From an optimization exercise on the open Yosys and OpenROAD flow, aimed at small area, a short achievable clock period and few clock cycles; shortcuts taken in it are not production practice. In this exercise RTL edits were held to simulation tests only and were not proved equivalent to the original. Power is estimated from default activity; no workload was simulated.

===== flow/flow/run.sh =====
#!/bin/bash
# Standard layout, with two changes:
#  - the port buffers that ORFS inserts are buf_4 cells instead of its
#    default choice (a delay cell);
#  - the floorplan's timing repair runs with no setup margin; the later
#    repairs (after CTS and global routing) aim for 3.8 ns of setup slack.
# Each tool's full output stays in the ORFS logs under orfs/logs; make's
# output goes to standard_*.log.
set -euo pipefail
cat >> config.mk <<'EOF'
export BUFFER_PORTS_ARGS = -buffer_cell sky130_fd_sc_hd__buf_4
EOF
bash standard.sh floorplan > standard_floorplan.log 2>&1
cat >> config.mk <<'EOF'
export SETUP_SLACK_MARGIN = 3.8
EOF
bash standard.sh > standard_finish.log 2>&1

===== flow/standard.sh =====
#!/bin/bash
# synth_recipe.tcl (not shown) runs the flow's synth.tcl, then flattens the netlist and writes it again
# the make line also repeats each setting of config.mk as NAME=value (left out here)
make -C /OpenROAD-flow-scripts/flow DESIGN_CONFIG=/design/flow/config.mk WORK_HOME=/design/flow/orfs CLKGATE_MAP_FILE= SYNTH_SCRIPT=/design/flow/synth_recipe.tcl "${@:-finish}"

===== flow/config.mk =====
export PLATFORM = sky130hd
export DESIGN_NAME = sd_scoreboard
export DESIGN_NICKNAME = sd_scoreboard
export VERILOG_FILES = /design/flow/design.v
export SDC_FILE = /design/flow/constraint.sdc
export NUM_CORES = 4
export LEC_CHECK = 0
export ABC_CLOCK_PERIOD_IN_PS = 3000
export CAP_MARGIN = 20
export CORE_MARGIN = 2
export CORE_UTILIZATION = 55
export CTS_BUF_LIST = sky130_fd_sc_hd__clkbuf_16
export CTS_CLUSTER_DIAMETER = 80
export CTS_CLUSTER_SIZE = 24
export SLEW_MARGIN = 20
export SYNTH_HIERARCHICAL = 1
export SYNTH_MINIMUM_KEEP_SIZE = 0
export BUFFER_PORTS_ARGS = -buffer_cell sky130_fd_sc_hd__buf_4
export SETUP_SLACK_MARGIN = 3.8

===== flow/constraint.sdc =====
create_clock -name core_clock -period 6.5 [get_ports {clk}]
set_input_delay 1.3000 -clock core_clock [delete_from_list [all_inputs] [get_ports {clk}]]
set_output_delay 1.3000 -clock core_clock [all_outputs]
set_load 0.01 [all_outputs]

===== flow/design.v =====
module sd_input
  #(parameter width = 8)
  (
   input              clk,
   input              reset,
   input              c_srdy,
   output reg         c_drdy,
   input [width-1:0]  c_data,
   output reg         ip_srdy,
   input              ip_drdy,
   output reg [width-1:0] ip_data
   );
  reg 	  load;
  reg 	  drain;
  reg 	  occupied, nxt_occupied;
  reg [width-1:0] hold, nxt_hold;
  reg 		  nxt_c_drdy;
  always @*
    begin
      nxt_hold = hold;
      nxt_occupied = occupied;
      drain = occupied & ip_drdy;
      load = c_srdy & c_drdy & (!ip_drdy | drain);
      if (occupied)
	ip_data = hold;
      else
	ip_data = c_data;
      ip_srdy = (c_srdy & c_drdy) | occupied;
      if (load)
	begin
	  nxt_hold = c_data;
	  nxt_occupied =  1;
	end
      else if (drain)
	nxt_occupied = 0;
      nxt_c_drdy = (!occupied & !load) | (drain & !load);
    end
  always @(posedge clk or posedge reset)
    begin
      if (reset)
	begin
	  hold     <=  0;
	  occupied <=  0;
	  c_drdy   <=  0;
	end
      else
	begin
	  hold     <=  nxt_hold;
	  occupied <=  nxt_occupied;
	  c_drdy   <=  nxt_c_drdy;
	end  
    end  
endmodule
module sd_output
  #(parameter width = 8)
  (
   input              clk,
   input              reset,
   input              ic_srdy,
   output reg         ic_drdy,
   input [width-1:0]  ic_data,
   output reg         p_srdy,
   input              p_drdy,
   output reg [width-1:0] p_data
   );
  reg 	  load;    
  reg 	  nxt_p_srdy;
  always @*
    begin
      ic_drdy = p_drdy | !p_srdy;
      load  = ic_srdy & ic_drdy;
      nxt_p_srdy = load | (p_srdy & !p_drdy);
    end
  always @(posedge clk or posedge reset)
    begin
      if (reset)
	begin
	  p_srdy <=  0;
	end
      else
	begin
	  p_srdy <=  nxt_p_srdy;
	end  
    end  
  always @(posedge clk)
    if (load)
      p_data <=  ic_data;
endmodule  
module sb_aoi222 (input a0, b0, a1, b1, a2, b2, output y);
  assign y = ~((a0 & b0) | (a1 & b1) | (a2 & b2));
endmodule
module sb_aoi22 (input a0, b0, a1, b1, output y);
  assign y = ~((a0 & b0) | (a1 & b1));
endmodule
module sb_nand4 (input a, b, c, d, output y);
  assign y = ~(a & b & c & d);
endmodule
module sb_nand3 (input a, b, c, output y);
  assign y = ~(a & b & c);
endmodule
module sb_nor4 (input a, b, c, d, output y);
  assign y = ~(a | b | c | d);
endmodule
module sb_nor3 (input a, b, c, output y);
  assign y = ~(a | b | c);
endmodule
module sb_rd32 (input [31:0] sel, input [31:0] d, output yn);
  wire [10:0] l1;    
  wire [2:0]  l2;    
  genvar i;
  generate
    for (i = 0; i < 10; i = i + 1)
      begin : g1
        sb_aoi222 u (.a0(sel[3*i]), .b0(d[3*i]), .a1(sel[3*i+1]), .b1(d[3*i+1]),
                     .a2(sel[3*i+2]), .b2(d[3*i+2]), .y(l1[i]));
      end
  endgenerate
  sb_aoi22 u1l (.a0(sel[30]), .b0(d[30]), .a1(sel[31]), .b1(d[31]), .y(l1[10]));
  sb_nand4 u2a (.a(l1[0]), .b(l1[1]), .c(l1[2]), .d(l1[3]), .y(l2[0]));
  sb_nand4 u2b (.a(l1[4]), .b(l1[5]), .c(l1[6]), .d(l1[7]), .y(l2[1]));
  sb_nand3 u2c (.a(l1[8]), .b(l1[9]), .c(l1[10]), .y(l2[2]));
  sb_nor3  u3  (.a(l2[0]), .b(l2[1]), .c(l2[2]), .y(yn));
endmodule
module sb_rd16 (input [15:0] sel, input [15:0] d, output yn);
  wire [5:0] l1;     
  wire [1:0] l2;     
  genvar i;
  generate
    for (i = 0; i < 5; i = i + 1)
      begin : g1
        sb_aoi222 u (.a0(sel[3*i]), .b0(d[3*i]), .a1(sel[3*i+1]), .b1(d[3*i+1]),
                     .a2(sel[3*i+2]), .b2(d[3*i+2]), .y(l1[i]));
      end
  endgenerate
  sb_nand2 u1l (.a(sel[15]), .b(d[15]), .y(l1[5]));
  sb_nand3 u2a (.a(l1[0]), .b(l1[1]), .c(l1[2]), .y(l2[0]));
  sb_nand3 u2b (.a(l1[3]), .b(l1[4]), .c(l1[5]), .y(l2[1]));
  sb_nor2  u3  (.a(l2[0]), .b(l2[1]), .y(yn));
endmodule
module sb_nand2 (input a, b, output y);
  assign y = ~(a & b);
endmodule
module sb_nor2 (input a, b, output y);
  assign y = ~(a | b);
endmodule
module sb_upd (input s, we, wn, dd, output y);
  assign y = ~((s | we) & (wn | dd));
endmodule
module sb_outsel (input q, input qd, input sd, input pop, input byp, output y);
  assign y = pop ? qd : (byp ? sd : q);
endmodule
module sd_scoreboard_fsm
  #(parameter width=8,
    parameter items=64,
    parameter use_txid=0,
    parameter use_mask=0,
    parameter txid_sz=2,
    parameter asz=6)   
  (input      clk,
   input      reset,
   input      ip_srdy,
   output reg     ip_drdy,
   input      ip_req_type,  
   input [txid_sz-1:0] ip_txid,
   input [width-1:0] ip_mask,
   input [width-1:0] ip_data,
   input [asz-1:0]   ip_itemid,
   output reg     ic_srdy,
   input      ic_drdy,
   output reg [txid_sz-1:0] ic_txid,
   output reg [width-1:0]   ic_data,
   input [width-1:0]    d_out,
   output reg               wr_en,
   output reg               rd_en,
   output reg [width-1:0]   d_in,
   output reg [asz-1:0]     addr
   );
  localparam s_idle = 0, s_read = 1, s_rdmod = 2;
  reg [2:0]                 state, nxt_state;
  reg [txid_sz-1:0]         txid, nxt_txid;
  always @*
    begin
      ip_drdy = 0;
      ic_srdy = 0;
      ic_data = 0;
      wr_en = 0;
      rd_en = 0;
      d_in = 0;
      addr = ip_itemid;
      nxt_state = state;
      nxt_txid  = txid;
      if (use_txid)
        ic_txid = txid;
      else
        ic_txid = 0;
      nxt_state[s_read] = 0;
      if (state[s_idle])
        begin
	  if (state[s_read] & !ic_drdy)
	    begin
	    end
          else if (ip_srdy & (ip_req_type==1))
            begin
              if ((use_mask==0) | (ip_mask=={width{1'b1}}))
                begin
                  ip_drdy = 1;
                  wr_en   = 1;
                  d_in    = ip_data;
                end
              else
                begin
                  rd_en = 1;
                  nxt_state[s_rdmod] = 1;
                  nxt_state[s_idle]  = 0;
                end
            end
          else if (ip_srdy & (ip_req_type==0))
            begin
              rd_en = 1;
              nxt_state[s_read] = 1;
              nxt_txid  = ip_txid;
              ip_drdy   = 1;
            end
        end  
      if (state[s_read])
        begin
          ic_srdy = 1;
          ic_data = d_out;
          if (!ic_drdy)
            begin
              nxt_state[s_read] = 1;
            end
        end  
      if (state[s_rdmod])
        begin
          ip_drdy = 1;
          d_in = (d_out & ~ip_mask) | (ip_data & ip_mask);
          wr_en   = 1;
          nxt_state[s_rdmod] = 0;
          nxt_state[s_idle]  = 1;
        end
    end  
  always @(posedge clk or posedge reset)
    begin
      if (reset)
        begin
          state <=  1;
        end
      else
        begin
          state <=  nxt_state;
        end
    end  
  generate
    if (use_txid != 0)
      begin : gen_txid_hold
        always @(posedge clk or posedge reset)
          begin
            if (reset)
              begin
                txid  <=  0;
              end
            else
              begin
                txid  <=  nxt_txid;
              end
          end  
      end  
  endgenerate
endmodule  
module sd_scoreboard
  #(parameter width=32,
    parameter items=128,
    parameter use_txid=1,
    parameter use_mask=1,
    parameter txid_sz=4,
    parameter asz=7)   
  (input      clk,
   input      reset,
   input      c_srdy,
   output reg c_drdy,
   input      c_req_type,  
   input [txid_sz-1:0] c_txid,
   input [width-1:0] c_mask,
   input [width-1:0] c_data,
   input [asz-1:0]   c_itemid,
   output reg p_srdy,
   input      p_drdy,
   output reg [txid_sz-1:0] p_txid,
   output reg [width-1:0]   p_data
   );
  localparam qdepth = 4;           
  localparam qsz    = 2;           
  localparam csz    = 3;           
  localparam nlo = 8;
  localparam nhi = items / nlo;
  localparam gsz = 16;             
  localparam ngr = items / gsz;
  wire                c_acc = c_srdy & c_drdy;
  wire [nlo-1:0]      c_lo = {{nlo-1{1'b0}}, 1'b1} << c_itemid[2:0];
  wire [nhi-1:0]      c_hi = {{nhi-1{1'b0}}, 1'b1} << c_itemid[asz-1:3];
  reg                 s0_rd;       
  reg                 s0_wv;       
  reg [nhi-1:0]       s0_hi;       
  reg [nlo-1:0]       s0_lo;       
  reg [txid_sz-1:0]   s0_txid;
  reg [width-1:0]     s0_mm;       
  reg [width-1:0]     s0_nd;       
  reg                 s1_rd;
  reg [nhi-1:0]       s1_whi;      
  reg [nlo-1:0]       s1_lo;
  reg [txid_sz-1:0]   s1_txid;
  reg [width-1:0]     s1_keep;     
  reg [width-1:0]     s1_nd;       
  reg                 s1_fw;       
  reg                 s1_f2;       
  reg                 s1_ph;       
  reg [width-1:0]     s1_grp [0:ngr-1];   
  reg                 s2_rd;
  reg [nhi-1:0]       s2_whi;
  reg [nlo-1:0]       s2_lo;
  reg [txid_sz-1:0]   s2_txid;
  reg [width-1:0]     s2_val;
  reg [width-1:0]     s3_val;      
  wire [width-1:0]    c_mm = (~c_req_type) ? {width{1'b0}} :
                             (use_mask)    ? c_mask : {width{1'b1}};
  always @(posedge clk or posedge reset)
    if (reset)
      begin
        s0_rd <= 0;
        s0_wv <= 0;
      end
    else
      begin
        s0_rd <= c_acc & ~c_req_type;
        s0_wv <= c_acc & c_req_type;
      end
  always @(posedge clk)
    begin
      s0_hi   <= c_hi;
      s0_lo   <= c_lo;
      s0_txid <= (use_txid) ? c_txid : {txid_sz{1'b0}};
      s0_mm   <= c_mm;
      s0_nd   <= c_data & c_mm;
    end
  wire [items*width-1:0] flat;
  wire [items-1:0]    rsel;
  reg                 phase;
  always @(posedge clk or posedge reset)
    if (reset)
      phase <= 1'b0;
    else
      phase <= ~phase;
  wire [width-1:0]    wdd = s2_val ^ {width{phase}};
  genvar w, b, g;
  generate
    for (w = 0; w < items; w = w + 1)
      begin : rec
        reg  [width-1:0] word;
        wire [width-1:0] nxt;
        wire             we = s2_whi[w/nlo] & s2_lo[w%nlo];
        for (b = 0; b < width; b = b + 1)
          begin : bt
            sb_upd u (.s(word[b]), .we(we), .wn(~we), .dd(wdd[b]), .y(nxt[b]));
          end
        always @(posedge clk)
          word <= nxt;
        assign flat[w*width +: width] = word;
        assign rsel[w] = s0_hi[w/nlo] & s0_lo[w%nlo];
      end
    for (g = 0; g < ngr; g = g + 1)
      begin : grp
        wire [width-1:0] yn;
        for (b = 0; b < width; b = b + 1)
          begin : col
            wire [gsz-1:0] bits;
            for (w = 0; w < gsz; w = w + 1)
              begin : pick
                assign bits[w] = flat[(g*gsz+w)*width+b];
              end
            sb_rd16 rdg (.sel(rsel[g*gsz +: gsz]), .d(bits), .yn(yn[b]));
          end
        always @(posedge clk)
          s1_grp[g] <= yn;
      end
  endgenerate
  wire                hit1 = (|(s1_whi & s0_hi)) & (|(s1_lo & s0_lo));
  wire                hit2 = (|(s2_whi & s0_hi)) & (|(s2_lo & s0_lo));
  always @(posedge clk or posedge reset)
    if (reset)
      begin
        s1_rd  <= 0;
        s1_whi <= 0;
      end
    else
      begin
        s1_rd  <= s0_rd;
        s1_whi <= s0_hi & {nhi{s0_wv}};
      end
  always @(posedge clk)
    begin
      s1_lo   <= s0_lo;
      s1_txid <= s0_txid;
      s1_keep <= ~s0_mm;
      s1_fw   <= hit1 | hit2;
      s1_nd   <= s0_nd;
      s1_f2   <= hit1;
      s1_ph   <= phase;
    end
  wire [width-1:0]    rd;
  integer             k;
  reg [width-1:0]     all_n;
  always @*
    begin
      all_n = {width{1'b1}};
      for (k = 0; k < ngr; k = k + 1)
        all_n = all_n & s1_grp[k];
    end
  assign rd = ~all_n ^ {width{s1_ph}};
  wire [width-1:0]    fv = s1_f2 ? s2_val : s3_val;
  wire [width-1:0]    old = s1_fw ? fv : rd;
  wire [width-1:0]    nv = (old & s1_keep) | s1_nd;
  always @(posedge clk or posedge reset)
    if (reset)
      begin
        s2_rd  <= 0;
        s2_whi <= 0;
      end
    else
      begin
        s2_rd  <= s1_rd;
        s2_whi <= s1_whi;
      end
  always @(posedge clk)
    begin
      s2_lo   <= s1_lo;
      s2_txid <= s1_txid;
      s2_val  <= nv;
      s3_val  <= s2_val;
    end
  reg [txid_sz-1:0]   q_txid [0:qdepth-1];
  reg [width-1:0]     q_data [0:qdepth-1];
  reg [qsz-1:0]       q_rp, q_wp;
  reg [qsz:0]         q_cnt;
  reg [csz-1:0]       owed;        
  wire                push  = s2_rd;
  wire                ofree = ~p_srdy | p_drdy;
  wire                qempty = (q_cnt == 0);
  wire                pop   = ofree & ~qempty;
  wire                byp   = ofree & qempty & push;
  wire                enq   = push & ~byp;
  wire                xfer  = p_srdy & p_drdy;
  wire [csz-1:0]      owed_nxt = owed + {{csz-1{1'b0}}, c_acc & ~c_req_type}
                                 - {{csz-1{1'b0}}, xfer};
  wire [txid_sz-1:0]  q_txid_hd = q_txid[q_rp];
  wire [width-1:0]    q_data_hd = q_data[q_rp];
  wire [txid_sz-1:0]  p_txid_nxt;
  wire [width-1:0]    p_data_nxt;
  genvar o;
  generate
    for (o = 0; o < txid_sz; o = o + 1)
      begin : otx
        sb_outsel u (.q(p_txid[o]), .qd(q_txid_hd[o]), .sd(s2_txid[o]),
                     .pop(pop), .byp(byp), .y(p_txid_nxt[o]));
      end
    for (o = 0; o < width; o = o + 1)
      begin : odt
        sb_outsel u (.q(p_data[o]), .qd(q_data_hd[o]), .sd(s2_val[o]),
                     .pop(pop), .byp(byp), .y(p_data_nxt[o]));
      end
  endgenerate
  always @(posedge clk or posedge reset)
    if (reset)
      begin
        p_srdy <= 0;
        q_rp   <= 0;
        q_wp   <= 0;
        q_cnt  <= 0;
        owed   <= 0;
        c_drdy <= 0;
      end
    else
      begin
        if (ofree)
          p_srdy <= ~qempty | push;
        if (pop)
          q_rp <= (q_rp == qdepth-1) ? {qsz{1'b0}} : q_rp + 1'b1;
        if (enq)
          q_wp <= (q_wp == qdepth-1) ? {qsz{1'b0}} : q_wp + 1'b1;
        q_cnt  <= q_cnt + {{qsz{1'b0}}, enq} - {{qsz{1'b0}}, pop};
        owed   <= owed_nxt;
        c_drdy <= (owed_nxt <= qdepth);
      end
  always @(posedge clk)
    begin
      p_txid <= p_txid_nxt;
      p_data <= p_data_nxt;
      if (enq)
        begin
          q_txid[q_wp] <= s2_txid;
          q_data[q_wp] <= s2_val;
        end
    end
endmodule  

==> run summary <==
-- registers in the layout, indices dropped and copies added, names as in the netlist, 8 cells and up --
name	cells
s2_lo	8
s2_whi	16
s1_grp	256
s0_mm	32
q_txid	16
s0_hi	16
s1_keep	32
p_data	32
s3_val	32
s2_val	32
s0_lo	8
s1_whi	16
rec.word	4096
s1_lo	8
s1_nd	32
q_data	128
s0_nd	32
-- layout make-up --
type | count | area [um^2] | area share
antenna | 20 | 50.05 | 0.0003050
clock buffer | 229 | 5731 | 0.03492
sequential | 4828 | 98430 | 0.5999
clock inverter | 33 | 206.4 | 0.001258
timing repair buffer | 531 | 4716 | 0.02874
inverter | 173 | 758.2 | 0.004621
tap | 3552 | 4444 | 0.02709
multi-input combinational | 7269 | 49750 | 0.3032
-- cell families (layout without fill, tap and decap cells) --
logic type / Yosys count / in the layout / synth area share
compound gates: 5502 / 5502 / 0.2643
xor+xnor: 68 / 71 / 0.004012
fa+ha+maj: 11 / 11 / 0.001028
buf+inv: 264 / 966 / 0.007585
flops: 4828 / 4828 / 0.6624
mux: 108 / 108 / 0.01067
other cells: 0 / 20 / 0
simple gates: 1577 / 1577 / 0.04995
-- worst max-delay path, cell delays in order (launching register included) --
cell and delay [ns]:
sky130_fd_sc_hd__dfxtp_2 0.50, sky130_fd_sc_hd__buf_4 0.34, sky130_fd_sc_hd__and2_2 0.52, sky130_fd_sc_hd__a222oi_1 0.41, sky130_fd_sc_hd__nand3_1 0.22, sky130_fd_sc_hd__nor2_1 0.62
-- worst paths after layout --
path | start | endpoint | slack [ns] | depth (start not counted)
worst min register to register | s1_lo[7] | s2_lo[7] | 0.31 | 0
min in group asynchronous | reset | owed[0] | 0.54 | 3
max in group asynchronous | reset | s1_whi[11] | 5.29 | 3
worst max register to register | s0_lo[2] | s1_grp[0][18] | 3.67 | 5
worst max-delay path | s0_lo[2] | s1_grp[0][18] | 3.67 | 5
worst min-delay path | s1_lo[7] | s2_lo[7] | 0.31 | 0
-- modules after synthesis (local to each module, per instance), a selection --
module | times used | cells | flops+latches | cell area (um^2)
sb_nand3 | 512 | 1 | 0 | 5.005
sb_nand2 | 256 | 1 | 0 | 3.754
sb_outsel | 36 | 3 | 0 | 18.77
sd_scoreboard | 1 | 5850 | 4828 | 104900
sb_aoi222 | 1280 | 1 | 0 | 10.01
sb_nor2 | 256 | 1 | 0 | 3.754
sb_upd | 4096 | 1 | 0 | 6.256
-- placed cells by master (no fill, tap or decap), types with 7 or more instances in the layout --
| cell | n |
|---|---|
| sky130_fd_sc_hd__inv_2 | 23 |
| sky130_fd_sc_hd__nor2_2 | 7 |
| sky130_fd_sc_hd__buf_6 | 53 |
| sky130_fd_sc_hd__mux4_2 | 36 |
| sky130_fd_sc_hd__nor2_1 | 294 |
| sky130_fd_sc_hd__mux2_1 | 30 |
| sky130_fd_sc_hd__dfxtp_2 | 45 |
| sky130_fd_sc_hd__buf_4 | 439 |
| sky130_fd_sc_hd__and2_1 | 149 |
| sky130_fd_sc_hd__clkinv_1 | 8 |
| sky130_fd_sc_hd__a22o_1 | 8 |
| sky130_fd_sc_hd__xor2_1 | 32 |
| sky130_fd_sc_hd__nand2b_1 | 37 |
| sky130_fd_sc_hd__nand3_1 | 511 |
| sky130_fd_sc_hd__o21ai_1 | 66 |
| sky130_fd_sc_hd__dfrtp_1 | 47 |
| sky130_fd_sc_hd__buf_12 | 25 |
| sky130_fd_sc_hd__o22ai_1 | 4096 |
| sky130_fd_sc_hd__xor2_4 | 33 |
| sky130_fd_sc_hd__dfxtp_1 | 4582 |
| sky130_fd_sc_hd__diode_2 | 20 |
| sky130_fd_sc_hd__buf_16 | 9 |
| sky130_fd_sc_hd__ha_1 | 9 |
| sky130_fd_sc_hd__a31oi_1 | 32 |
| sky130_fd_sc_hd__nand2_1 | 422 |
| sky130_fd_sc_hd__nand4_1 | 66 |
| sky130_fd_sc_hd__inv_1 | 137 |
| sky130_fd_sc_hd__edfxtp_1 | 144 |
| sky130_fd_sc_hd__clkinvlp_4 | 30 |
| sky130_fd_sc_hd__and2_2 | 27 |
| sky130_fd_sc_hd__dfxtp_4 | 8 |
| sky130_fd_sc_hd__a222oi_1 | 1280 |
| sky130_fd_sc_hd__nor3_1 | 7 |
| sky130_fd_sc_hd__clkbuf_16 | 229 |
| sky130_fd_sc_hd__mux2i_1 | 36 |
| sky130_fd_sc_hd__a22oi_1 | 8 |
| sky130_fd_sc_hd__and3_1 | 34 |
-- repair_timing --
action                                  in CTS  in global routing
gates cloned                                 1                  2
gates resized for setup                    113                 34
buffers inserted                            15                  3
endpoints found under the setup margin    1106                488
hold buffers                                 0                  0
pin swaps                                    4                  6
-- per-stage QoR --
| stage | utilization | hold slack [ns] | setup slack [ns] |
|---|---|---|---|
| final | 0.6119 | 0.3127 | 3.673 |
| after global routing | 0.6117 | 0.3239 | 3.671 |
| after CTS | 0.6101 | 0.3206 | 3.679 |
| after detailed placement | 0.5863 | 0.3121 | 2.909 |
| after global placement | 0.5860 | 0.3100 | 2.740 |
| after floorplan | - | 0.3096 | 0.6033 |
-- routing by layer --
metal | GRT usage | vias up | share of wire
met5 | 0 | - | 0.00029
met4 | 0.2290 | 26 | 0.065
met3 | 0.09972 | 1232 | 0.12
met2 | 0.5580 | 8048 | 0.43
met1 | 0.5228 | 63360 | 0.39
li1 | - | 53400 | -
-- power groups by stage --
stage / clock [mW] / combinational, mW / sequential (mW)
final: 15.6 / 6.97 / 33.5
after global placement: 0 / 6.37 / 33.9
after floorplan: 0 / 3.95 / 33.6
after CTS: 15.7 / 6.72 / 33.4
after detailed placement: 0 / 6.59 / 34.0
after global routing: 16.7 / 7.20 / 33.7
==> parameters.txt <==
Parameter                              Value

Logic synthesis
  Number of synthesized flops with an enable pin ... 144
  Sequential-to-total area share from yosys stat ... 0.6624
  Share of flip-flops with an asynchronous set or reset after synthesis ... 0.01015
  Area leader, netlist ... sky130_fd_sc_hd__dfxtp_1
  Synth Flop Type ... sky130_fd_sc_hd__dfxtp_1
  Unique masters post-synth ... 41
  Total nets after synthesis ... roughly 12000
  Post-synthesis area per instance ... between 10 and 15 um^2
  Top-count cell post-synth ... sky130_fd_sc_hd__dfxtp_1
  Post-Synthesis Cell Area ... 0.1485 mm^2
  Share of the synthesized area in the top cell type ... 0.6250
  Post-synthesis register bit count ... 4828
  Gate Count Post-Synth ... around 12000
  Total number of yosys warnings ... 8
  Top post-synthesis cells by area ... sky130_fd_sc_hd__dfxtp_1 63%, sky130_fd_sc_hd__o22ai_1 17%, sky130_fd_sc_hd__a222oi_1 8.6%
  Top cells by count, synth ... 4635 x sky130_fd_sc_hd__dfxtp_1, 4096 x sky130_fd_sc_hd__o22ai_1, 1280 x sky130_fd_sc_hd__a222oi_1, 512 x sky130_fd_sc_hd__nand3_1, 424 x sky130_fd_sc_hd__nand2_1

Power
  Clock share of power ... 0.278
  Worst vdd ir ... roughly 0.28 mV
  Total power divided by cell area ... between 300 and 400 mW/mm^2
  Overall power ... approximately 56 mW
  Fraction of power consumed by sequential logic ... 0.597
  Cell-internal power ... between 40 and 50 mW
  Part of the power in combinational logic ... 0.124
  Switching portion of total power ... 0.2711
  Sw Pwr ... 15.19 mW
  Leakage power of the design ... 62.97 nW

Critical path
  Critical path fanouts, max ... 32
  Worst EP required ... approximately 7.3 ns
  Startpoint class of the critical path ... register
  Endpoint arrival time on the critical path ... ~3.6 ns
  Start-to-end type of the worst setup path ... reg -> reg
  Critical Path End Type ... register

Clock tree
  Clock root buffer ... sky130_fd_sc_hd__clkbuf_16
  Total clock buffers created by CTS ... between 200 and 250
  Insertion delay of the later-clocked pin in the worst-skew pair ... slightly below 1 ns
  Clk pin slew, worst setup/hold paths ... 0.10 ns
  Number of buffers on the longest clock path ... 4
  Clock tree from TritonCTS ... done
  Number of clock sinks ... slightly below 5000
  Maximum level of the CTS H-tree ... 4

Drt
  Count of unresolved DRC violations after routing ... 0
  Average wire length per cell after detail routing ... between 30 and 40 um
  Routed WL ... 559800 um
  Number of DRC violations after detailed-routing iteration 0 ... between 20000 and 25000
  DR vias ... between 100k and 150k
  Final antenna-violating net count ... 0
  Number of iterations in the first detailed-routing pass ... 13
  Post-DR vias/cell ... around 7.6

Die
  Initial core utilization ... 0.5536
  Number of placement rows ... 190
  I/O pin count ... 118
  Total Die Area ... ~0.27 mm^2
  Die X-Extent ... 523.5 um
  Placeable core area ... roughly 0.27 mm^2
  Die Height ... 523.5 um

Place
  Cell area after placement ... around 0.16 mm^2
  Placed instance count ... roughly 16000
  DP Wirelength ... 320400 um
  Final weighted congestion in routability-driven placement ... about 0.9
  Number of buffers added on ports ... ~120

STA
  Setup TNS ... 0 ns
  Final Hold Violating Endpoints ... 0
  Period minus WS final ... between 2 and 3 ns
  Final setup skew ... 0.05443 ns
  Pins over their slew limit ... 0
  Unrepaired setup endpoints after global routing ... true
  Worst relative slew slack ... 0.1938
  Setup-violating endpoint count in the final report ... 0
  Actual transition at the worst max-transition pin ... approximately 1.2 ns
  Max Freq ... between 300 and 400 MHz
  Final clock period utilization by the worst path ... 0.4349

Run status
  Result of the run ... complete, no violations

Global route
  Number of global-route vias before repair ... approximately 120k
  Aggregate global routing overflow ... 0
  Antenna violations before repair ... 34
  Wire length of the first global-routing pass ... around 800000 um
  Total GRT Usage ... 0.3865
  Largest net degree at the start of global routing ... roughly 130

Finish
  Number of filler instances in the final layout ... roughly 22000
  Total non-filler cell area in the finished layout ... 0.1641 mm^2
  Non-filler cells in the finished layout ... between 15000 and 20000
  Share of cells above drive strength 1 ... 0.07716
  Final nets ... ~13000
  Layout overhead on the synthesized area ... 10.53%

Min path
  Type of the worst min-delay path ... reg -> reg

Run
  Number of max-cap violations ... 0
Testbench counts, summed over its fixed seeds: cycles 12,090.

afterwards: timing with drivers on the ports:
Ports are ideal in the flow. The routed layout listed here was re-timed in OpenROAD. Step 1 sets driving cells, clkbuf_16 on the clock port and buf_2 on the other inputs (assumed; they add their load-dependent delay and slew). Step 2 adds t to the input delays and takes it off the output delays; t is the mean of the earliest and latest rising clock arrival at the registers after step 1. Input paths then give back, and output paths get back, about the clock's delay inside the block. Slacks: no drivers / after step 1 / after step 2; pairs: no drivers / after step 1.
t, ns: 1.046
setup WS [ns]: 3.673 / 3.623 / 2.973
clock arrival spread, ns: 0.057 / 0.056
cell pins on the clock port's net: 1
After both steps setup and hold are still met in this run. The setup slack of this run moves by -0.050 ns with the drivers and by -0.700 ns with both steps.
